From an optimization exercise on the open Yosys and OpenROAD flow, aimed at small area; shortcuts taken in it are not production practice. In this exercise RTL edits were held to simulation tests only and were not proved equivalent to the original. No driver is modelled on the clock port, so clock power and skew are understated where the tree is cut down; a real chip needs a root buffer or a tree. No activity file was given, so power comes from the tool's default toggle rates.

## run 1
Design water_detection, start of the top module:
module water_detection(
    input wire clk,
    input wire rst,
    input btn7,
    input btn0,
    input [3:0] row_in,
    output [3:0] col,
    output [6:0] segment7,
    output [7:0] row,
    output [7:0] green_led,
    output [7:0] red_led,
    output [7:0] select,
    output beep,
    output dp
);
==> flow/config.mk <==
export PLATFORM = sky130hd
export DESIGN_NAME = water_detection
export DESIGN_NICKNAME = water_detection
export VERILOG_FILES = /design/flow/design.v
export SDC_FILE = /design/flow/constraint.sdc
export NUM_CORES = 4
export LEC_CHECK = 0
export CAP_MARGIN = 20
export CORE_MARGIN = 2
export CORE_UTILIZATION = 40
export SLEW_MARGIN = 20
==> flow/constraint.sdc <==
create_clock -name core_clock -period 10.0 [get_ports {clk}]
set_input_delay 2.0000 -clock core_clock [delete_from_list [all_inputs] [get_ports {clk}]]
set_output_delay 2.0000 -clock core_clock [all_outputs]
set_load 0.01 [all_outputs]
standard.sh (not shown) runs the stock make flow with config.mk's settings and CLKGATE_MAP_FILE= SYNTH_SCRIPT=/design/flow/synth_recipe.tcl, a recipe that flattens the netlist after the stock synthesis.
==> flow/flow/run.sh <==
#!/bin/bash
# Own layout flow:
#  1. the standard synthesis, unchanged (standard.sh synth);
#  2. the combinational logic between the registers is re-optimised for
#     area by ABC (the flip-flop instances are kept as they are, as black
#     boxes, so every register keeps its name and cell);
#  3. the rest of the standard ORFS flow, with the port buffers made of the
#     smallest buffer cell, one tie cell for the constant outputs, and a
#     clock tree of four buffers built by flow/manual_cts.tcl.
# Every tool's output goes to a log file of its own in this folder.
set -euo pipefail
HERE=$(pwd)
RES=$HERE/orfs/results/$FLOW_PLATFORM/water_detection/base
LIB=$FLOW_HOME/platforms/$FLOW_PLATFORM/lib/sky130_fd_sc_hd__tt_025C_1v80.lib
YOSYS=$(command -v yosys || echo $FLOW_HOME/../tools/install/yosys/bin/yosys)
export BUFFER_PORTS_ARGS="-buffer_cell sky130_fd_sc_hd__buf_1"
export PRE_CTS_TCL=$HERE/flow/cts_pre.tcl
export MANUAL_CTS_DIR=$HERE/flow
export SKIP_REPAIR_TIE_FANOUT=1

bash standard.sh synth > 1_standard_synth.log 2>&1

cp $RES/1_2_yosys.v $HERE/1_2_yosys_standard.v
python3 flow/mkmodels.py $LIB $HERE/cell_models.v > mkmodels.log 2>&1
DU=""
for c in $(sed -n '/^export DONT_USE_CELLS/,/^$/p' $FLOW_HOME/platforms/$FLOW_PLATFORM/config.mk | tr -d '\\' | grep -o 'sky130_fd_sc_hd__[a-z0-9_]*'); do DU="$DU -dont_use $c"; done
# ABC's deepsyn is randomised; run it with several seeds and keep the
# smallest result.
resyn() {
  local S=$1
  cat > resyn_s$S.abc <<EOA
strash
&get -n
&deepsyn -T 20 -S $S
&put
&get -n
&dch -f
&nf -R 1000
&put
topo
EOA
  cat > resyn_s$S.ys <<EOY
read_liberty -lib $LIB
read_verilog -overwrite $HERE/cell_models.v
read_verilog $HERE/1_2_yosys_standard.v
hierarchy -top $FLOW_TOP
flatten
opt -purge
techmap
opt -purge
abc -liberty $LIB -script $HERE/resyn_s$S.abc $DU
opt_clean -purge
hilomap -singleton -hicell sky130_fd_sc_hd__conb_1 HI -locell sky130_fd_sc_hd__conb_1 LO
splitnets
opt_clean -purge
tee -o $HERE/resyn_s$S.stat stat -liberty $LIB
write_verilog -noattr -noexpr -nohex -nodec $HERE/1_2_yosys_resyn_s$S.v
EOY
  $YOSYS -s resyn_s$S.ys > resyn_s$S.log 2>&1
}
for batch in "0 1 2 3" "4 5 6 7" "8 9 10 11" "12 13 14 15"; do
  for S in $batch; do resyn $S & done
  wait
done
BEST=$(for S in $(seq 0 15); do
  if [[ -f resyn_s$S.stat ]]; then
    echo "$(grep 'Chip area' resyn_s$S.stat | awk '{print $NF}') $S"
  fi
done | sort -g | head -1 | awk '{print $2}')
echo "best seed $BEST" > resyn_best.log
cat resyn_s*.stat | grep "Chip area" >> resyn_best.log
cp $HERE/1_2_yosys_resyn_s$BEST.v $HERE/1_2_yosys_resyn.v
cp $HERE/1_2_yosys_resyn.v $RES/1_2_yosys.v
rm -f $RES/1_synth.odb $RES/1_synth.sdc

bash standard.sh finish > standard_finish.log 2>&1
==> flow/flow/cts_pre.tcl <==
# PRE_CTS hook: build the clock tree by hand (flow/manual_cts.tcl) and turn
# the clock_tree_synthesis call that follows in cts.tcl into a no-op.
source $::env(MANUAL_CTS_DIR)/manual_cts.tcl
manual_clock_tree sky130_fd_sc_hd__clkbuf_8 2
proc clock_tree_synthesis { args } {
  puts "clock_tree_synthesis skipped: clock tree built by manual_clock_tree"
}
set_propagated_clock [all_clocks]
==> flow/flow/manual_cts.tcl <==
# Clock distribution without TritonCTS: the flip-flops are split into
# 2^levels equal groups by recursive bisection of their positions, and each
# group gets one clock buffer at its centre, driven from the clock port.
proc mcts_split { sinks levels axis } {
  if { $levels == 0 } { return [list $sinks] }
  set idx [expr { $axis == 0 ? 1 : 2 }]
  set s [lsort -integer -index $idx $sinks]
  set h [expr { [llength $s] / 2 }]
  set a [lrange $s 0 [expr { $h - 1 }]]
  set b [lrange $s $h end]
  return [concat [mcts_split $a [expr { $levels - 1 }] [expr { 1 - $axis }]] \
                 [mcts_split $b [expr { $levels - 1 }] [expr { 1 - $axis }]]]
}
proc manual_clock_tree { cell levels } {
  set db [ord::get_db]
  set block [[$db getChip] getBlock]
  set clknet [[$block findBTerm clk] getNet]
  set master [$db findMaster $cell]
  set sinks {}
  foreach it [$clknet getITerms] {
    set inst [$it getInst]
    set box [$inst getBBox]
    set x [expr { ([$box xMin] + [$box xMax]) / 2 }]
    set y [expr { ([$box yMin] + [$box yMax]) / 2 }]
    lappend sinks [list $it $x $y]
  }
  set xspan [expr { [lindex [lsort -integer -index 1 $sinks] end 1] - [lindex [lsort -integer -index 1 $sinks] 0 1] }]
  set yspan [expr { [lindex [lsort -integer -index 2 $sinks] end 2] - [lindex [lsort -integer -index 2 $sinks] 0 2] }]
  set groups [mcts_split $sinks $levels [expr { $xspan >= $yspan ? 0 : 1 }]]
  set c 0
  foreach g $groups {
    set buf [odb::dbInst_create $block $master clkbuf_leaf_$c]
    set net [odb::dbNet_create $block clknet_leaf_$c]
    $net setSigType CLOCK
    set sx 0; set sy 0
    foreach s $g {
      set it [lindex $s 0]
      $it disconnect
      $it connect $net
      set sx [expr { $sx + [lindex $s 1] }]
      set sy [expr { $sy + [lindex $s 2] }]
    }
    set n [llength $g]
    [$buf findITerm A] connect $clknet
    [$buf findITerm X] connect $net
    $buf setLocation [expr { $sx / $n }] [expr { $sy / $n }]
    $buf setPlacementStatus PLACED
    puts "manual_clock_tree: clkbuf_leaf_$c ($cell) drives $n clock pins"
    incr c
  }
}
Other scripts of this flow, unchanged in this note and not shown: flow/flow/mkmodels.py
Run 1 reached the end of the flow, and the finished layout is clean on the timing, design-rule and antenna checks.
## Diff of input files: run 2 against run 1
# run 1
export LEC_CHECK = 0
export CAP_MARGIN = 20
export CORE_MARGIN = 2
export CORE_UTILIZATION = 40
export SLEW_MARGIN = 20
create_clock -name core_clock -period 10.0 [get_ports {clk}]
# run 2
export LEC_CHECK = 0
export CAP_MARGIN = 20
export CORE_MARGIN = 2
export CORE_UTILIZATION = 40
export PLACE_DENSITY = 0.85
export SLEW_MARGIN = 20
create_clock -name core_clock -period 10.0 [get_ports {clk}]
-- flow/flow/run.sh --
<<< run 1, line 18
export MANUAL_CTS_DIR=$HERE/flow
export SKIP_REPAIR_TIE_FANOUT=1

bash standard.sh synth > 1_standard_synth.log 2>&1
>>> run 2, line 18
export MANUAL_CTS_DIR=$HERE/flow
export SKIP_REPAIR_TIE_FANOUT=1
export MANUAL_CTS_GROUPS=${MANUAL_CTS_GROUPS:-4}

bash standard.sh synth > 1_standard_synth.log 2>&1
==> flow/flow/cts_pre.tcl <==
# PRE_CTS hook: build the clock tree by hand (flow/manual_cts.tcl) and turn
# the clock_tree_synthesis call that follows in cts.tcl into a no-op.
source $::env(MANUAL_CTS_DIR)/manual_cts.tcl
manual_clock_tree sky130_fd_sc_hd__clkbuf_8 $::env(MANUAL_CTS_GROUPS)
proc clock_tree_synthesis { args } {
  puts "clock_tree_synthesis skipped: clock tree built by manual_clock_tree"
}
set_propagated_clock [all_clocks]
==> flow/flow/manual_cts.tcl <==
# Clock distribution without TritonCTS: the flip-flops are split into
# ngroups equal groups by recursive bisection of their positions, and each
# group gets one clock buffer at its centre, driven from the clock port.
proc mcts_split { sinks ngroups axis } {
  if { $ngroups <= 1 } { return [list $sinks] }
  set idx [expr { $axis == 0 ? 1 : 2 }]
  set s [lsort -integer -index $idx $sinks]
  set na [expr { $ngroups / 2 }]
  set h [expr { [llength $s] * $na / $ngroups }]
  set a [lrange $s 0 [expr { $h - 1 }]]
  set b [lrange $s $h end]
  return [concat [mcts_split $a $na [expr { 1 - $axis }]] \
                 [mcts_split $b [expr { $ngroups - $na }] [expr { 1 - $axis }]]]
}
proc manual_clock_tree { cell ngroups } {
  set db [ord::get_db]
  set block [[$db getChip] getBlock]
  set clknet [[$block findBTerm clk] getNet]
  set master [$db findMaster $cell]
  set sinks {}
  foreach it [$clknet getITerms] {
    set inst [$it getInst]
    set box [$inst getBBox]
    set x [expr { ([$box xMin] + [$box xMax]) / 2 }]
    set y [expr { ([$box yMin] + [$box yMax]) / 2 }]
    lappend sinks [list $it $x $y]
  }
  set xspan [expr { [lindex [lsort -integer -index 1 $sinks] end 1] - [lindex [lsort -integer -index 1 $sinks] 0 1] }]
  set yspan [expr { [lindex [lsort -integer -index 2 $sinks] end 2] - [lindex [lsort -integer -index 2 $sinks] 0 2] }]
  set groups [mcts_split $sinks $ngroups [expr { $xspan >= $yspan ? 0 : 1 }]]
  set c 0
  foreach g $groups {
    set buf [odb::dbInst_create $block $master clkbuf_leaf_$c]
    set net [odb::dbNet_create $block clknet_leaf_$c]
    $net setSigType CLOCK
    set sx 0; set sy 0
    foreach s $g {
      set it [lindex $s 0]
      $it disconnect
      $it connect $net
      set sx [expr { $sx + [lindex $s 1] }]
      set sy [expr { $sy + [lindex $s 2] }]
    }
    set n [llength $g]
    [$buf findITerm A] connect $clknet
    [$buf findITerm X] connect $net
    $buf setLocation [expr { $sx / $n }] [expr { $sy / $n }]
    $buf setPlacementStatus PLACED
    puts "manual_clock_tree: clkbuf_leaf_$c ($cell) drives $n clock pins"
    incr c
  }
}
==> comparison <==
Clock-pin slew of the registers on the worst-case setup and hold paths delta (run 1 -> run 2): insignificant
Post-layout total power went down slightly going from run 1 to run 2.
Against run 1, run 2 comes in 0.34 points lower on switching fraction of total power.
diff inputs: run 2 => run 3
# run 2
export LEC_CHECK = 0
export CAP_MARGIN = 20
export CORE_MARGIN = 2
export CORE_UTILIZATION = 40
export PLACE_DENSITY = 0.85
export SLEW_MARGIN = 20
create_clock -name core_clock -period 10.0 [get_ports {clk}]
# run 3
export LEC_CHECK = 0
export CAP_MARGIN = 20
export CORE_MARGIN = 2
export CORE_UTILIZATION = 40
export SLEW_MARGIN = 20
create_clock -name core_clock -period 10.0 [get_ports {clk}]
==> flow/flow/run.sh <==
#!/bin/bash
# Own layout flow:
#  1. the standard synthesis, unchanged (standard.sh synth);
#  2. the combinational logic between the registers is re-optimised for
#     area by ABC (the flip-flop instances are kept as they are, as black
#     boxes, so every register keeps its name and cell);
#  3. the rest of the standard ORFS flow, with the port buffers made of the
#     smallest buffer cell.
# Every tool's output goes to a log file of its own in this folder.
set -euo pipefail
HERE=$(pwd)
RES=$HERE/orfs/results/$FLOW_PLATFORM/water_detection/base
LIB=$FLOW_HOME/platforms/$FLOW_PLATFORM/lib/sky130_fd_sc_hd__tt_025C_1v80.lib
YOSYS=$(command -v yosys || echo $FLOW_HOME/../tools/install/yosys/bin/yosys)
export BUFFER_PORTS_ARGS="-buffer_cell sky130_fd_sc_hd__buf_1"
export PRE_CTS_TCL=$HERE/flow/cts_pre.tcl
export MANUAL_CTS_DIR=$HERE/flow

bash standard.sh synth > 1_standard_synth.log 2>&1

cp $RES/1_2_yosys.v $HERE/1_2_yosys_standard.v
python3 flow/mkmodels.py $LIB $HERE/cell_models.v > mkmodels.log 2>&1
cat > resyn.abc <<'EOA'
strash
&get -n
&deepsyn -T 20
&put
&get -n
&dch -f
&nf -R 1000
&put
topo
EOA
DU=""
for c in $(sed -n '/^export DONT_USE_CELLS/,/^$/p' $FLOW_HOME/platforms/$FLOW_PLATFORM/config.mk | tr -d '\\' | grep -o 'sky130_fd_sc_hd__[a-z0-9_]*'); do DU="$DU -dont_use $c"; done
cat > resyn.ys <<EOY
read_liberty -lib $LIB
read_verilog -overwrite $HERE/cell_models.v
read_verilog $HERE/1_2_yosys_standard.v
hierarchy -top $FLOW_TOP
flatten
opt -purge
techmap
opt -purge
abc -liberty $LIB -script $HERE/resyn.abc $DU
opt_clean -purge
hilomap -singleton -hicell sky130_fd_sc_hd__conb_1 HI -locell sky130_fd_sc_hd__conb_1 LO
splitnets
opt_clean -purge
tee -o $HERE/resyn_stat.txt stat -liberty $LIB
write_verilog -noattr -noexpr -nohex -nodec $HERE/1_2_yosys_resyn.v
EOY
$YOSYS -s resyn.ys > resyn_yosys.log 2>&1
cp $HERE/1_2_yosys_resyn.v $RES/1_2_yosys.v
rm -f $RES/1_synth.odb $RES/1_synth.sdc

bash standard.sh finish > standard_finish.log 2>&1
==> flow/flow/cts_pre.tcl <==
# PRE_CTS hook: build the clock tree by hand (flow/manual_cts.tcl) and turn
# the clock_tree_synthesis call that follows in cts.tcl into a no-op.
source $::env(MANUAL_CTS_DIR)/manual_cts.tcl
manual_clock_tree sky130_fd_sc_hd__clkbuf_8 2
proc clock_tree_synthesis { args } {
  puts "clock_tree_synthesis skipped: clock tree built by manual_clock_tree"
}
set_propagated_clock [all_clocks]
==> flow/flow/manual_cts.tcl <==
# Clock distribution without TritonCTS: the flip-flops are split into
# 2^levels equal groups by recursive bisection of their positions, and each
# group gets one clock buffer at its centre, driven from the clock port.
proc mcts_split { sinks levels axis } {
  if { $levels == 0 } { return [list $sinks] }
  set idx [expr { $axis == 0 ? 1 : 2 }]
  set s [lsort -integer -index $idx $sinks]
  set h [expr { [llength $s] / 2 }]
  set a [lrange $s 0 [expr { $h - 1 }]]
  set b [lrange $s $h end]
  return [concat [mcts_split $a [expr { $levels - 1 }] [expr { 1 - $axis }]] \
                 [mcts_split $b [expr { $levels - 1 }] [expr { 1 - $axis }]]]
}
proc manual_clock_tree { cell levels } {
  set db [ord::get_db]
  set block [[$db getChip] getBlock]
  set clknet [[$block findBTerm clk] getNet]
  set master [$db findMaster $cell]
  set sinks {}
  foreach it [$clknet getITerms] {
    set inst [$it getInst]
    set box [$inst getBBox]
    set x [expr { ([$box xMin] + [$box xMax]) / 2 }]
    set y [expr { ([$box yMin] + [$box yMax]) / 2 }]
    lappend sinks [list $it $x $y]
  }
  set xspan [expr { [lindex [lsort -integer -index 1 $sinks] end 1] - [lindex [lsort -integer -index 1 $sinks] 0 1] }]
  set yspan [expr { [lindex [lsort -integer -index 2 $sinks] end 2] - [lindex [lsort -integer -index 2 $sinks] 0 2] }]
  set groups [mcts_split $sinks $levels [expr { $xspan >= $yspan ? 0 : 1 }]]
  set c 0
  foreach g $groups {
    set buf [odb::dbInst_create $block $master clkbuf_leaf_$c]
    set net [odb::dbNet_create $block clknet_leaf_$c]
    $net setSigType CLOCK
    set sx 0; set sy 0
    foreach s $g {
      set it [lindex $s 0]
      $it disconnect
      $it connect $net
      set sx [expr { $sx + [lindex $s 1] }]
      set sy [expr { $sy + [lindex $s 2] }]
    }
    set n [llength $g]
    [$buf findITerm A] connect $clknet
    [$buf findITerm X] connect $net
    $buf setLocation [expr { $sx / $n }] [expr { $sy / $n }]
    $buf setPlacementStatus PLACED
    puts "manual_clock_tree: clkbuf_leaf_$c ($cell) drives $n clock pins"
    incr c
  }
}
Looking at the reports, run 3 completed the entire flow and the layout it produced met the timing, design-rule and antenna checks. Number of cells on the worst reg-to-reg path was higher in the run labelled run 2. Against run 2, global-route wire length before repair in run 3 rose by a few percent. Fraction of area in registers ended up 0.18 points lower on run 3 than on run 2. Looking at number of instances in the synthesized netlist, run 3 sits above run 2. Number of max-capacitance violations reported: run 3 vs run 2 identical. In terms of synthesized area, run 3 and run 2 differ only marginally. The internal power of the cells was comparable across run 3 and run 2.
Setup changes, run 3 to run 4
==> flow/flow/run.sh <==
#!/bin/bash
# Own layout flow:
#  1. the standard synthesis, unchanged (standard.sh synth);
#  2. the combinational logic between the registers is re-optimised for
#     area by ABC (the flip-flop instances are kept as they are, as black
#     boxes, so every register keeps its name and cell);
#  3. the rest of the standard ORFS flow, with the port buffers made of the
#     smallest buffer cell, one tie cell for the constant outputs, and a
#     clock tree of four buffers built by flow/manual_cts.tcl.
# Every tool's output goes to a log file of its own in this folder.
set -euo pipefail
HERE=$(pwd)
RES=$HERE/orfs/results/$FLOW_PLATFORM/water_detection/base
LIB=$FLOW_HOME/platforms/$FLOW_PLATFORM/lib/sky130_fd_sc_hd__tt_025C_1v80.lib
YOSYS=$(command -v yosys || echo $FLOW_HOME/../tools/install/yosys/bin/yosys)
export BUFFER_PORTS_ARGS="-buffer_cell sky130_fd_sc_hd__buf_1"
export PRE_CTS_TCL=$HERE/flow/cts_pre.tcl
export MANUAL_CTS_DIR=$HERE/flow
export SKIP_REPAIR_TIE_FANOUT=1

bash standard.sh synth > 1_standard_synth.log 2>&1

cp $RES/1_2_yosys.v $HERE/1_2_yosys_standard.v
python3 flow/mkmodels.py $LIB $HERE/cell_models.v > mkmodels.log 2>&1
DU=""
for c in $(sed -n '/^export DONT_USE_CELLS/,/^$/p' $FLOW_HOME/platforms/$FLOW_PLATFORM/config.mk | tr -d '\\' | grep -o 'sky130_fd_sc_hd__[a-z0-9_]*'); do DU="$DU -dont_use $c"; done
# ABC's deepsyn is randomised; run it with several seeds and keep the
# smallest result.
resyn() {
  local S=$1
  cat > resyn_s$S.abc <<EOA
strash
&get -n
&deepsyn -T 20 -S $S
&put
&get -n
&dch -f
&nf -R 1000
&put
topo
EOA
  cat > resyn_s$S.ys <<EOY
read_liberty -lib $LIB
read_verilog -overwrite $HERE/cell_models.v
read_verilog $HERE/1_2_yosys_standard.v
hierarchy -top $FLOW_TOP
flatten
opt -purge
techmap
opt -purge
abc -liberty $LIB -script $HERE/resyn_s$S.abc $DU
opt_clean -purge
hilomap -singleton -hicell sky130_fd_sc_hd__conb_1 HI -locell sky130_fd_sc_hd__conb_1 LO
splitnets
opt_clean -purge
tee -o $HERE/resyn_s$S.stat stat -liberty $LIB
write_verilog -noattr -noexpr -nohex -nodec $HERE/1_2_yosys_resyn_s$S.v
EOY
  $YOSYS -s resyn_s$S.ys > resyn_s$S.log 2>&1
}
for batch in "0 1 2 3" "4 5 6 7"; do
  for S in $batch; do resyn $S & done
  wait
done
BEST=$(for S in 0 1 2 3 4 5 6 7; do
  if [[ -f resyn_s$S.stat ]]; then
    echo "$(grep 'Chip area' resyn_s$S.stat | awk '{print $NF}') $S"
  fi
done | sort -g | head -1 | awk '{print $2}')
echo "best seed $BEST" > resyn_best.log
cat resyn_s*.stat | grep "Chip area" >> resyn_best.log
cp $HERE/1_2_yosys_resyn_s$BEST.v $HERE/1_2_yosys_resyn.v
cp $HERE/1_2_yosys_resyn.v $RES/1_2_yosys.v
rm -f $RES/1_synth.odb $RES/1_synth.sdc

bash standard.sh finish > standard_finish.log 2>&1
When run 4 is measured against run 3, its number of inserted filler cells in the final layout turns out 10 lower.
Compared to run 3, the router laid down less metal wire for run 4.
First-pass GRT wire length came out lower on run 4 than on run 3.
Run 4 vs. run 3: final area shows a reduction of 11 µm², final core utilization saw a decrease.
No run of this note takes its clock network from TritonCTS; it comes from the design's own scripts or RTL.

## separate check: timing with driven ports
In the flow no input, the clock included, has a driving cell. The finished layouts below were timed again as built, in two steps.
Step 1: set_driving_cell puts a clkbuf_16 on clk and a buf_2 on each other input, an assumption about the parent block.
Step 2 also shifts input and output timing later by t, the mid clock arrival at the registers, as if the neighbouring blocks saw the same clock.
a / b / c = ideal / step 1 / step 2; a / b = the first two.
| run | t, ns | slack for setup (ns) | clock arrival spread, ns | worst data-port slew with drivers (ns) |
|---|---|---|---|---|
| run 1 | 0.213 | 5.478 / 5.416 / 5.629 | 0.011 / 0.010 | 0.03 |
| run 2 | 0.205 | 5.273 / 5.220 / 5.425 | 0.007 / 0.008 | 0.03 |
| run 3 | 0.209 | 5.426 / 5.369 / 5.578 | 0.005 / 0.005 | 0.03 |
| run 4 | 0.210 | 5.445 / 5.387 / 5.597 | 0.009 / 0.009 | 0.03 |
After both steps every run listed still meets setup and hold.
